Source: an optimization exercise on an open RTL-to-GDS flow (aim: small area). Production flows keep margins and buffers that such runs may drop. The RTL was checked by simulation tests, not by an equivalence proof against the original design. No activity file was given, so power comes from the tool's default toggle rates.

==> inputs of run a <==
## snake_game
module snake_game(clk, rs, rw, en, dat, rst, up, dwn, lef, rig, led, seg, buz);
export LEC_CHECK = 0
export CAP_MARGIN = 20
export CORE_MARGIN = 2
export CORE_UTILIZATION = 60
export CTS_BUF_LIST = sky130_fd_sc_hd__clkbuf_8
export CTS_CLUSTER_DIAMETER = 50
export CTS_CLUSTER_SIZE = 20
export SLEW_MARGIN = 20
create_clock -name core_clock -period 25.0 [get_ports {clk}]
standard.sh (not shown) runs the stock make flow with config.mk's settings and CLKGATE_MAP_FILE= SYNTH_SCRIPT=/design/flow/synth_recipe.tcl, a recipe that flattens the netlist after the stock synthesis.
==> flow/flow/run.sh <==
#!/bin/bash
# Own flow: the standard synthesis, then the combinational logic between
# the registers re-mapped by ABC for area (flow/remap.tcl; every register keeps
# its instance, cell type and nets), proved equivalent to the standard netlist
# (flow/equiv.tcl), then the standard layout from there, with the smallest
# buffer on the ports.
set -euo pipefail
R="$PWD/orfs/results/$FLOW_PLATFORM/snake_game/base"
YOSYS="$FLOW_HOME/../tools/install/yosys/bin/yosys"
[[ -x "$YOSYS" ]] || YOSYS=yosys
export REMAP_LIB="$FLOW_HOME/platforms/$FLOW_PLATFORM/lib/sky130_fd_sc_hd__tt_025C_1v80.lib"

bash standard.sh synth > synth.log 2>&1
cp "$R/1_2_yosys.v" standard_1_2_yosys.v

# ABC scripts, most aggressive first; the first whose result is proved
# equivalent is used, else the standard netlist stays
SCRIPTS=(
  "strash;dc2;dc2;dch,-f;amap;strash;dc2;dch,-f;amap;mfs3,-a"
  "strash;dc2;dc2;dch,-f;amap;strash;dc2;dch,-f;amap"
  "strash;ifraig;dc2;strash;dch,-f;map,-a"
)
i=0
for s in "${SCRIPTS[@]}"; do
  i=$((i+1))
  if REMAP_SCRIPT="$s" REMAP_NETLIST="$PWD/standard_1_2_yosys.v" REMAP_OUT="$PWD/remap_$i.v" \
       "$YOSYS" -c flow/remap.tcl > remap_$i.log 2>&1 &&
     EQUIV_GOLD="$PWD/standard_1_2_yosys.v" EQUIV_GATE="$PWD/remap_$i.v" \
       timeout 1200 "$YOSYS" -c flow/equiv.tcl > equiv_$i.log 2>&1; then
    cp "remap_$i.v" "$R/1_2_yosys.v"
    echo "using remap script $i: $s" > remap_choice.txt
    break
  fi
done

export BUFFER_PORTS_ARGS="-buffer_cell sky130_fd_sc_hd__buf_1"
bash standard.sh > layout.log 2>&1
==> flow/flow/remap.tcl <==
# Re-map the combinational logic of the standard synthesis netlist for area.
# Every sequential cell and tie cell is kept as it is (same instance, cell
# type and nets); only the logic between them is re-optimised by ABC.
yosys -import
set lib $::env(REMAP_LIB)
set net $::env(REMAP_NETLIST)
set top $::env(FLOW_TOP)
read_liberty -ignore_miss_func $lib
read_verilog $net
hierarchy -top $top
tee -q -o remap_before.txt stat -liberty $lib
setattr -mod -set keep_hierarchy 1 sky130_fd_sc_hd__*df* sky130_fd_sc_hd__*dl* sky130_fd_sc_hd__conb_1
flatten
yosys rename -hide w:_*_.*
opt_clean -purge
select -module $top
set dont_use {sky130_fd_sc_hd__probe_p_8 sky130_fd_sc_hd__probec_p_8 sky130_fd_sc_hd__lpflow_bleeder_1 sky130_fd_sc_hd__lpflow_clkbufkapwr_1 sky130_fd_sc_hd__lpflow_clkbufkapwr_16 sky130_fd_sc_hd__lpflow_clkbufkapwr_2 sky130_fd_sc_hd__lpflow_clkbufkapwr_4 sky130_fd_sc_hd__lpflow_clkbufkapwr_8 sky130_fd_sc_hd__lpflow_clkinvkapwr_1 sky130_fd_sc_hd__lpflow_clkinvkapwr_16 sky130_fd_sc_hd__lpflow_clkinvkapwr_2 sky130_fd_sc_hd__lpflow_clkinvkapwr_4 sky130_fd_sc_hd__lpflow_clkinvkapwr_8 sky130_fd_sc_hd__lpflow_decapkapwr_12 sky130_fd_sc_hd__lpflow_decapkapwr_3 sky130_fd_sc_hd__lpflow_decapkapwr_4 sky130_fd_sc_hd__lpflow_decapkapwr_6 sky130_fd_sc_hd__lpflow_decapkapwr_8 sky130_fd_sc_hd__lpflow_inputiso0n_1 sky130_fd_sc_hd__lpflow_inputiso0p_1 sky130_fd_sc_hd__lpflow_inputiso1n_1 sky130_fd_sc_hd__lpflow_inputiso1p_1 sky130_fd_sc_hd__lpflow_inputisolatch_1 sky130_fd_sc_hd__lpflow_isobufsrc_1 sky130_fd_sc_hd__lpflow_isobufsrc_16 sky130_fd_sc_hd__lpflow_isobufsrc_2 sky130_fd_sc_hd__lpflow_isobufsrc_4 sky130_fd_sc_hd__lpflow_isobufsrc_8 sky130_fd_sc_hd__lpflow_isobufsrckapwr_16 sky130_fd_sc_hd__lpflow_lsbuf_lh_hl_isowell_tap_1 sky130_fd_sc_hd__lpflow_lsbuf_lh_hl_isowell_tap_2 sky130_fd_sc_hd__lpflow_lsbuf_lh_hl_isowell_tap_4 sky130_fd_sc_hd__lpflow_lsbuf_lh_isowell_4 sky130_fd_sc_hd__lpflow_lsbuf_lh_isowell_tap_1 sky130_fd_sc_hd__lpflow_lsbuf_lh_isowell_tap_2 sky130_fd_sc_hd__lpflow_lsbuf_lh_isowell_tap_4 sky130_fd_sc_hd__fill_1 sky130_fd_sc_hd__fill_2 sky130_fd_sc_hd__fill_4 sky130_fd_sc_hd__fill_8 }
set du {}
foreach c $dont_use { lappend du -dont_use $c }
abc -liberty $lib {*}$du -script "+$::env(REMAP_SCRIPT)"
opt_clean -purge
select -clear
hilomap -singleton -hicell sky130_fd_sc_hd__conb_1 HI -locell sky130_fd_sc_hd__conb_1 LO
insbuf -buf sky130_fd_sc_hd__buf_1 A X
opt_clean -purge

tee -q -o remap_after.txt stat -liberty $lib
select $top
write_verilog -noattr -nohex -nodec -selected $::env(REMAP_OUT)
Other scripts of this flow, unchanged in this note and not shown: flow/flow/equiv.tcl
==> run b (differences from run a) <==
--- a/flow/design.v
+++ b/flow/design.v
@@ -16,36 +16,33 @@
 always @(posedge clk)
     if (!rst) q <= 4'd0;
     else q <= q + 4'd1;
 endmodule
 module RNG (
     input clock,
     input rst,
     input step,
-    output f0,
+    input f0,
     output [6:0] fi
 );
 reg [6:0] random;
-reg f0r, f1r;
+reg f1r;
 wire feedback = random[6] ^ random[5];
 wire [6:0] r1 = {random[0] ^ random[6], random[6:1]};
 wire [6:0] r2 = {r1[0] ^ r1[6], r1[6:1]};
 wire [6:0] r80 = (r2 >= 7'd80) ? r2 - 7'd80 : r2;
-assign f0 = f0r;
 assign fi = f1r ? 7'd40 : r80;
 always @(posedge clock) begin
     if (!rst) begin
         random <= 7'b1010101;
-        f0r <= 1'b1;
         f1r <= 1'b0;
     end else if (step) begin
         random <= {random[5:0], feedback};
-        f0r <= 1'b0;
-        f1r <= f0r;
+        f1r <= f0;
     end
 end
 endmodule
 module DISPLAY_7SEG (
     input clk,
     input rst,
     input q15,
     input inc,
@@ -84,56 +81,56 @@
                         d4 <= 1;
                     end
                 end
             end
         end
     end
 end
 wire [3:0] dvi   = d0;
-wire [3:0] e4    = {3'b0, d4};
-wire [3:0] chuc  = d1 + 4'd10 * d2 + 4'd4 * d3 + 4'd8 * e4;
-wire [3:0] tram  = d2 + 4'd10 * d3 + 4'd4 * e4;
-wire [3:0] nghin = d3 + 4'd10 * e4;
+reg [3:0] oa, ob;
+reg [1:0] oc;
+reg oe;
+always @(*) begin
+    case (scan)
+        2'b00: begin oa = d1; ob = d2; oc = d3[1:0]; oe = d4; end
+        2'b01: begin oa = d0; ob = 4'd0; oc = 2'd0; oe = 1'b0; end
+        2'b10: begin oa = d2; ob = d3; oc = {1'b0, d4}; oe = 1'b0; end
+        default: begin oa = d3; ob = {3'b0, d4}; oc = 2'd0; oe = 1'b0; end
+    endcase
+end
+wire [3:0] dval = oa + {ob[2:0], 1'b0} + {ob[0], 3'b0} + {oc, 2'b0} + {oe, 3'b0};
 function [6:0] seg_decode;
     input [3:0] num;
-    case (num)
-        4'h0: seg_decode = 7'b1000000;
-        4'h1: seg_decode = 7'b1001111;
-        4'h2: seg_decode = 7'b0100100;
-        4'h3: seg_decode = 7'b0000110;
-        4'h4: seg_decode = 7'b0001011;
-        4'h5: seg_decode = 7'b0010010;
-        4'h6: seg_decode = 7'b0010000;
-        4'h7: seg_decode = 7'b1000111;
-        4'h8: seg_decode = 7'b0000000;
-        4'h9: seg_decode = 7'b0000010;
-        default: seg_decode = 7'b1111111;
-    endcase
+    seg_decode = (num == 4'h0) ? 7'b1000000 :
+                 (num == 4'h1) ? 7'b1001111 :
+                 (num == 4'h2) ? 7'b0100100 :
+                 (num == 4'h3) ? 7'b0000110 :
+                 (num == 4'h4) ? 7'b0001011 :
+                 (num == 4'h5) ? 7'b0010010 :
+                 (num == 4'h6) ? 7'b0010000 :
+                 (num == 4'h7) ? 7'b1000111 :
+                 (num == 4'h8) ? 7'b0000000 :
+                 (num == 4'h9) ? 7'b0000010 : 7'b1111111;
 endfunction
 assign seg = seg_decode(dp);
 assign an = !on ? 4'b0000 :
             (scan == 2'b01) ? 4'b1110 :
             (scan == 2'b10) ? 4'b1101 :
             (scan == 2'b11) ? 4'b1011 : 4'b0111;
 always @(posedge clk) begin
     if (!rst) begin
         scan <= 0;
         on <= 0;
         digit <= 0;
         dp <= 4'd8;
     end else if (slow_tick) begin
         scan <= scan + 1;
         on <= 1;
-        case (scan)
-            2'b00: digit <= chuc;
-            2'b01: digit <= dvi;
-            2'b10: digit <= tram;
-            2'b11: digit <= nghin;
-        endcase
+        digit <= dval;
         dp <= digit;
     end
 end
 endmodule
 module sound(
     input clk,
     input rst,
     output beep
@@ -150,32 +147,31 @@
                 F4 = 7'd72,
                 G4 = 7'd64,
                 A4 = 7'd57,
                 A4s = 7'd54,
                 C5 = 7'd48;
     parameter   TIME = 10000;
     assign beep = beep_r;
     always @(*) begin
-        case (st)
-            5'd0, 5'd1: count_end = C4;
-            5'd2, 5'd3: count_end = D4;
-            5'd4, 5'd5: count_end = C4;
-            5'd6, 5'd7: count_end = F4;
-            5'd8, 5'd9: count_end = E4;
-            5'd10, 5'd11: count_end = C4;
-            5'd12, 5'd13: count_end = D4;
-            5'd14, 5'd15: count_end = C4;
-            5'd16, 5'd17: count_end = G4;
-            5'd18, 5'd19: count_end = F4;
-            5'd20, 5'd21: count_end = C4;
-            5'd22, 5'd23: count_end = C5;
-            5'd24: count_end = A4;
-            default: count_end = 7'd0;
-        endcase
+        count_end =
+            (st[4:1] == 4'd0) ? C4 :    
+            (st[4:1] == 4'd1) ? D4 :    
+            (st[4:1] == 4'd2) ? C4 :    
+            (st[4:1] == 4'd3) ? F4 :    
+            (st[4:1] == 4'd4) ? E4 :    
+            (st[4:1] == 4'd5) ? C4 :    
+            (st[4:1] == 4'd6) ? D4 :    
+            (st[4:1] == 4'd7) ? C4 :    
+            (st[4:1] == 4'd8) ? G4 :    
+            (st[4:1] == 4'd9) ? F4 :    
+            (st[4:1] == 4'd10) ? C4 :    
+            (st[4:1] == 4'd11) ? C5 :    
+            (st == 5'd24) ? A4 :
+            7'd0;               
     end
     always @(posedge clk) begin
         if (!rst) begin
             count <= 16'h0;
             beep_r <= 1'b0;
         end else begin
             count <= count + 1'b1;
             if (count == {9'd0, count_end}) begin
@@ -230,18 +226,18 @@
     reg [6:0] ci;           
     reg cif;
     integer k;
     wire [3:0] q;
     wire [6:0] h;
     wire tick;
     wire q15 = (q == 4'd15);
     wire lcd_step = (q == 4'd7);
-    wire f0;
     wire [6:0] fi;
+    wire f0 = z && (score == 15'd0);
     wire food_step;
     CLK_100HZ U3 (clk, rst, q);
     CLK_1HZ U1 (clk, rst, q15, h, tick);
     DISPLAY_7SEG U2 (clk, rst, q15, food_step, score[13:0] == 14'h3fff, seg, led);
     sound U4 (clk, rst, buz);
     RNG U5 (clk, rst, food_step, f0, fi);
     function [6:0] mv;
         input [6:0] c;
@@ -269,17 +265,17 @@
         begin
             idx = (c[6] ? 7'd40 : 7'd0) + (c[5] ? 7'd20 : 7'd0) + {2'b0, c[4:0]};
         end
     endfunction
     wire [1:0] frow = (fi >= 7'd60) ? 2'd3 : (fi >= 7'd40) ? 2'd2 : (fi >= 7'd20) ? 2'd1 : 2'd0;
     wire [6:0] fcol = fi - {frow, 4'b0} - {frow, 2'b0};
     wire [6:0] food = {frow, fcol[4:0]};
     wire [6:0] x = mv(pos, ld);    
-    wire eq = f0 ? z : (!z && food == pos);
+    wire eq = f0 || (!z && food == pos);
     wire shi = |score[14:7];
     wire live = !game_over && (shi || score[6:2] != 5'd0);
     wire forb = live && (fi != 7'd0) && (fi <= 7'd78) && (shi || fi < score[6:0]);
     wire food_toggle = eq | forb;
     assign food_step = food_toggle && !clk_food;
     wire hit = live && cif && (shi || ci < score[6:0]);
     always @(posedge clk) begin
         if (!rst)
@@ -344,18 +340,18 @@
                 cj <= p;
             end
         end
     end
     wire st7 = (next == 5'd7);
     wire [15:0] cs = {1'b0, n} + {1'b0, ~score} + {15'd0, !(st7 && dl)};
     wire lt = !cs[15];
     wire lcd_read = lcd_step && (next == 5'd6) && lt;
-    wire [6:0] base = n[6:0] + (st7 ? 7'd1 : 7'd0) + (lcd_read ? 7'd1 : 7'd0) + (tick ? 7'h7f : 7'd0);
-    wire [6:0] pd = p - base;
+    wire [6:0] pn = p - n[6:0];
+    wire [6:0] pd = pn - {6'd0, st7} - {6'd0, lcd_read} + {6'd0, tick};
     wire n0 = (n == 15'd0) && !st7;
     wire [6:0] am = mv(A, lcd_read ? (dB ^ 2'd1) : dA);
     always @(posedge clk) begin
         if (pd == 7'd0) A <= sn;
         else if (tick) A <= n0 ? pos : am;
         else if (lcd_read) A <= am;
         if (pd == 7'd0) dA <= tv;
         else if (lcd_read) dA <= dB;
==> flow/flow/run.sh (replaced) <==
#!/bin/bash
# Own flow: the standard synthesis, then the combinational logic between
# the registers re-mapped by ABC for area (flow/remap.tcl; every register keeps
# its instance, cell type and nets), proved equivalent to the standard netlist
# (flow/equiv.tcl), then the standard layout from there, with the smallest
# buffer on the ports and a clock tree without dummy loads.
set -euo pipefail
R="$PWD/orfs/results/$FLOW_PLATFORM/snake_game/base"
YOSYS="$FLOW_HOME/../tools/install/yosys/bin/yosys"
[[ -x "$YOSYS" ]] || YOSYS=yosys
export REMAP_LIB="$FLOW_HOME/platforms/$FLOW_PLATFORM/lib/sky130_fd_sc_hd__tt_025C_1v80.lib"

bash standard.sh synth > synth.log 2>&1
cp "$R/1_2_yosys.v" standard_1_2_yosys.v

# ABC scripts; every result proved equivalent to the standard netlist is a
# candidate and the smallest is used (if none is, the standard netlist stays)
SCRIPTS=(
  "strash;dc2;dc2;dch,-f;amap;strash;dc2;dch,-f;amap;mfs3,-a"
  "strash;dc2;dc2;dch,-f;amap;strash;dc2;dch,-f;amap;mfs3,-a,-e"
  "strash;dc2;dc2;dch,-f;amap;strash;dc2;dch,-f;amap"
  "strash;ifraig;dc2;strash;dch,-f;map,-a"
)
best=""
best_area=""
i=0
for s in "${SCRIPTS[@]}"; do
  i=$((i+1))
  if REMAP_SCRIPT="$s" REMAP_NETLIST="$PWD/standard_1_2_yosys.v" REMAP_OUT="$PWD/remap_$i.v" \
       REMAP_STAT="$PWD/remap_$i.stat" "$YOSYS" -c flow/remap.tcl > remap_$i.log 2>&1 &&
     EQUIV_GOLD="$PWD/standard_1_2_yosys.v" EQUIV_GATE="$PWD/remap_$i.v" \
       timeout 1200 "$YOSYS" -c flow/equiv.tcl > equiv_$i.log 2>&1; then
    area=$(awk '/Chip area for top module/ {print $NF}' "remap_$i.stat")
    echo "script $i: area $area: $s" >> remap_choice.txt
    if [[ -n "$area" ]] && { [[ -z "$best_area" ]] || awk -v a="$area" -v b="$best_area" 'BEGIN {exit !(a < b)}'; }; then
      best=$i
      best_area=$area
    fi
  else
    echo "script $i: failed or not proved: $s" >> remap_choice.txt
  fi
done
if [[ -n "$best" ]]; then
  cp "remap_$best.v" "$R/1_2_yosys.v"
  echo "using script $best" >> remap_choice.txt
else
  echo "using the standard netlist" >> remap_choice.txt
fi

export BUFFER_PORTS_ARGS="-buffer_cell sky130_fd_sc_hd__buf_1"
# clock tree: clusters of up to 20 registers on clkbuf_8, no dummy loads
export CTS_ARGS="-sink_clustering_enable -repair_clock_nets -sink_clustering_size 20 -sink_clustering_max_diameter 55 -buf_list sky130_fd_sc_hd__clkbuf_8 -root_buf sky130_fd_sc_hd__clkbuf_4 -tree_buf sky130_fd_sc_hd__clkbuf_4 -dont_use_dummy_load"
bash standard.sh > layout.log 2>&1
--- a/flow/flow/remap.tcl
+++ b/flow/flow/remap.tcl
@@ -19,11 +19,11 @@
 foreach c $dont_use { lappend du -dont_use $c }
 abc -liberty $lib {*}$du -script "+$::env(REMAP_SCRIPT)"
 opt_clean -purge
 select -clear
 hilomap -singleton -hicell sky130_fd_sc_hd__conb_1 HI -locell sky130_fd_sc_hd__conb_1 LO
 insbuf -buf sky130_fd_sc_hd__buf_1 A X
 opt_clean -purge
 
-tee -q -o remap_after.txt stat -liberty $lib
+tee -q -o $::env(REMAP_STAT) stat -liberty $lib
 select $top
 write_verilog -noattr -nohex -nodec -selected $::env(REMAP_OUT)
==> flow/config.mk (replaced) <==
export PLATFORM = sky130hd
export DESIGN_NAME = snake_game
export DESIGN_NICKNAME = snake_game
export VERILOG_FILES = /design/flow/design.v
export SDC_FILE = /design/flow/constraint.sdc
export NUM_CORES = 4
export LEC_CHECK = 0
export CAP_MARGIN = 20
export CORE_MARGIN = 2
export CORE_UTILIZATION = 60
export PLACE_DENSITY = 0.85
export SLEW_MARGIN = 20
==> out/summary.log <==
INFO  final_layout   nMultiInputCombCells=988
INFO  final_layout   drive_gt1_share=2.125%
INFO  sta            fmax=0.1096GHz
INFO  routing        wl_met1=13680um
INFO  power          power_switching_share=29.27%
INFO  yosys          synthesis.instances=1541
INFO  final_layout   finish.cell_count_without_fillers=1881
INFO  floorplan      die_h=153.9um
INFO  status         status=finished clean
INFO  floorplan      dieWidth=153.9um
INFO  routing        met3_length=2271um
(the above is from run b)
==> out/summary.log <==
INFO  routing        met3_length=1941um
INFO  power          power_switching_share=27.59%
INFO  final_layout   finish.cell_count_without_fillers=1930
INFO  yosys          synthesis.instances=1550
INFO  floorplan      die_h=155.8um
INFO  status         status=finished clean
INFO  floorplan      dieWidth=155.8um
INFO  final_layout   nMultiInputCombCells=995
INFO  sta            fmax=0.1312GHz
INFO  routing        wl_met1=14540um
(the above is from run a)

[static timing again, ports no longer ideal]
Ports are ideal in the flow. The routed layouts listed here were re-timed in OpenROAD.
Step 1, drivers: a clkbuf_16 drives clk and a buf_2 each remaining input, both assumed.
Step 2 also shifts input and output timing later by t, the mid clock arrival at the registers, as if the neighbouring blocks saw the same clock.
a / b / c = ideal ports / drivers / drivers and shift; a / b = the first two.
run | t (ns) | setup slack, ns | hold WS [ns] | latest minus earliest clock arrival (ns)
run a | 0.595 | 17.379 / 17.379 / 17.379 | 0.326 / 0.326 / 0.326 | 0.036 / 0.035
run b | 0.753 | 15.876 / 15.876 / 15.876 | 0.289 / 0.289 / 0.289 | 0.156 / 0.156
After both steps every run listed still meets setup and hold.
